Source: an optimization exercise on an open RTL-to-GDS flow (aim: small area). Production flows keep margins and buffers that such runs may drop. Power figures rest on the tool's default switching activity, not on a simulated workload.

==> flow/design.v <==
`default_nettype none
module Synchronizer
  (input logic async,
   input logic clock,
   output logic sync);
  logic tmp1;
  always_ff @(posedge clock)
    tmp1 <= async;
  always_ff @(posedge clock)
    sync <= tmp1;
endmodule : Synchronizer
`default_nettype none
module my_chip (
    input logic [11:0] io_in,  
    output logic [11:0] io_out,  
    input logic clock,
    input logic reset  
);
    logic [11:0] in_s;
    logic rst;
    genvar g;
    generate
        for (g = 0; g < 12; g = g + 1) begin : sync
            Synchronizer s(.async(io_in[g]), .clock(clock), .sync(in_s[g]));
        end
    endgenerate
    Synchronizer sync_rst(.async(reset), .clock(clock), .sync(rst));
    wire [7:0] din   = in_s[7:0];
    wire       enter = in_s[8];
    wire       sw    = in_s[9];
    wire [1:0] opin  = in_s[11:10];
    logic en_d, pe_d, sw_d;
    wire pe = enter & ~en_d;
    wire ps = sw & ~sw_d;
    always_ff @(posedge clock) begin
        en_d <= enter;
        pe_d <= pe;
        sw_d <= sw;
    end
    logic ph;
    always_ff @(posedge clock)
        if (rst) ph <= 1'b0;
        else     ph <= ~ph;
    logic [4:0] pc;
    logic [1:0] op;
    always_ff @(posedge clock)
        if (rst) pc <= 5'd0;
        else if (pe_d & ~pc[4] | pc[4] & ~pc[1]) pc <= pc + 5'd1;
    always_ff @(posedge clock)
        if (pe_d & (pc == 5'd15)) op <= opin;
    wire       full = pc[4];
    wire [2:0] wring = pc[3] ? {1'b1, pc[1], pc[0]} : {1'b0, pc[2], pc[1]};
    wire       wslot = pc[3] ? pc[2] : pc[0];
    wire       wgo   = (pe | pe_d) & ~full & (ph ^ wslot);
    logic [63:0] P0, P1;
    generate
        for (g = 0; g < 8; g = g + 1) begin : ring
            always_ff @(posedge clock) begin
                P1[8*g+7:8*g] <= P0[8*g+7:8*g];
                P0[8*g+7:8*g] <= (wgo && wring == g) ? din : P1[8*g+7:8*g];
            end
        end
    endgenerate
    wire  err = full & (op == 2'b01);
    wire  fin = pc[4] & pc[1] & ~(op == 2'b01);
    logic [4:0] n;
    wire  [4:0] np = n + {4'd0, fin};
    always_ff @(posedge clock)
        if (rst) n <= 5'd0;
        else if (ps) n <= np;
    wire [3:0] k = np[4:1];
    wire [1:0] i = k[3:2];
    wire [1:0] j = k[1:0];
    logic [3:0] X0, X1, Y0, Y1;
    always_comb begin
        case (i)
            2'd0: {X0, X1} = P0[7:0];
            2'd1: {X0, X1} = P0[15:8];
            2'd2: {X0, X1} = P0[23:16];
            default: {X0, X1} = P0[31:24];
        endcase
        case (j)
            2'd0: begin Y0 = P0[39:36]; Y1 = P0[55:52]; end
            2'd1: begin Y0 = P0[35:32]; Y1 = P0[51:48]; end
            2'd2: begin Y0 = P0[47:44]; Y1 = P0[63:60]; end
            default: begin Y0 = P0[43:40]; Y1 = P0[59:56]; end
        endcase
    end
    wire sub = op[1] & op[0];
    wire [3:0] a_el = j[0] ? X1 : X0;
    wire [3:0] b_el = (i[0] ? Y1 : Y0) ^ {4{sub}};
    wire [4:0] addsum = ((ph == j[1]) ? {1'b0, a_el} : 5'd0)
                      + ((ph == i[1]) ? {1'b0, b_el} : 5'd0);
    wire [8:0] mulsum = X0 * Y0 + X1 * Y1;
    wire [8:0] S = op[1] ? {4'd0, addsum} : mulsum;
    logic [8:0] Sp;
    always_ff @(posedge clock)
        Sp <= S;
    wire [9:0] C = S + Sp + {9'd0, sub};
    wire [9:0] Cf = {C[9:5], C[4] ^ sub, C[3:0]};
    logic [4:0] R;
    always_ff @(posedge clock)
        if (~fin | ps)
            R <= np[0] ? Cf[4:0] : Cf[9:5];
    assign io_out[4:0]  = R;
    assign io_out[5]    = fin;
    assign io_out[6]    = err;
    assign io_out[10:7] = n[4:1];
    assign io_out[11]   = 1'b0;
endmodule
clock: 10.0 ns
lec_check: 0
cap_margin: 20
core_margin: 2
core_utilization: 40
cts_buf_list: sky130_fd_sc_hd__clkbuf_8
slew_margin: 20
run.sh (not shown) runs the stock make flow with config.mk's settings and CLKGATE_MAP_FILE= SYNTH_SCRIPT=/design/flow/synth_recipe.tcl, a recipe that flattens the netlist after the stock synthesis.
The starting point went through all stages and came out clean.
==> next run, changes <==
CTS_CLUSTER_DIAMETER = 80   (was not set)
CTS_CLUSTER_SIZE = 40   (was not set)
Effect:
- wire length is unchanged
- final cell count is unchanged
- clock power hardly moves
No run of this note included a check of the RTL's function; only the layout flow was run.

static timing again, ports no longer ideal:
No port has a modelled driver above. Below, the same layouts with a new extraction and two added sets of constraints.
Step 1, drivers: a clkbuf_16 drives clock and a buf_2 each remaining input, both assumed.
Step 2, shift: input delay + t, output delay - t, t = (earliest + latest rising clock arrival at the registers) / 2. This alone moves slack from input paths to output paths.
Slacks: no drivers / after step 1 / after step 2; pairs: no drivers / after step 1.
| run | shift t [ns] | setup WS [ns] | worst setup path after step 2 | slew at the worst register clock pin (ns) | worst slew at a driven data input, ns |
|---|---|---|---|---|---|
| the first run | 0.487 | 1.802 / 1.802 / 1.802 | register to register | 0.10 / 0.10 | 0.04 |
| the second run | 0.487 | 1.802 / 1.802 / 1.802 | register to register | 0.10 / 0.10 | 0.04 |
After both steps setup and hold are still met in every run listed.
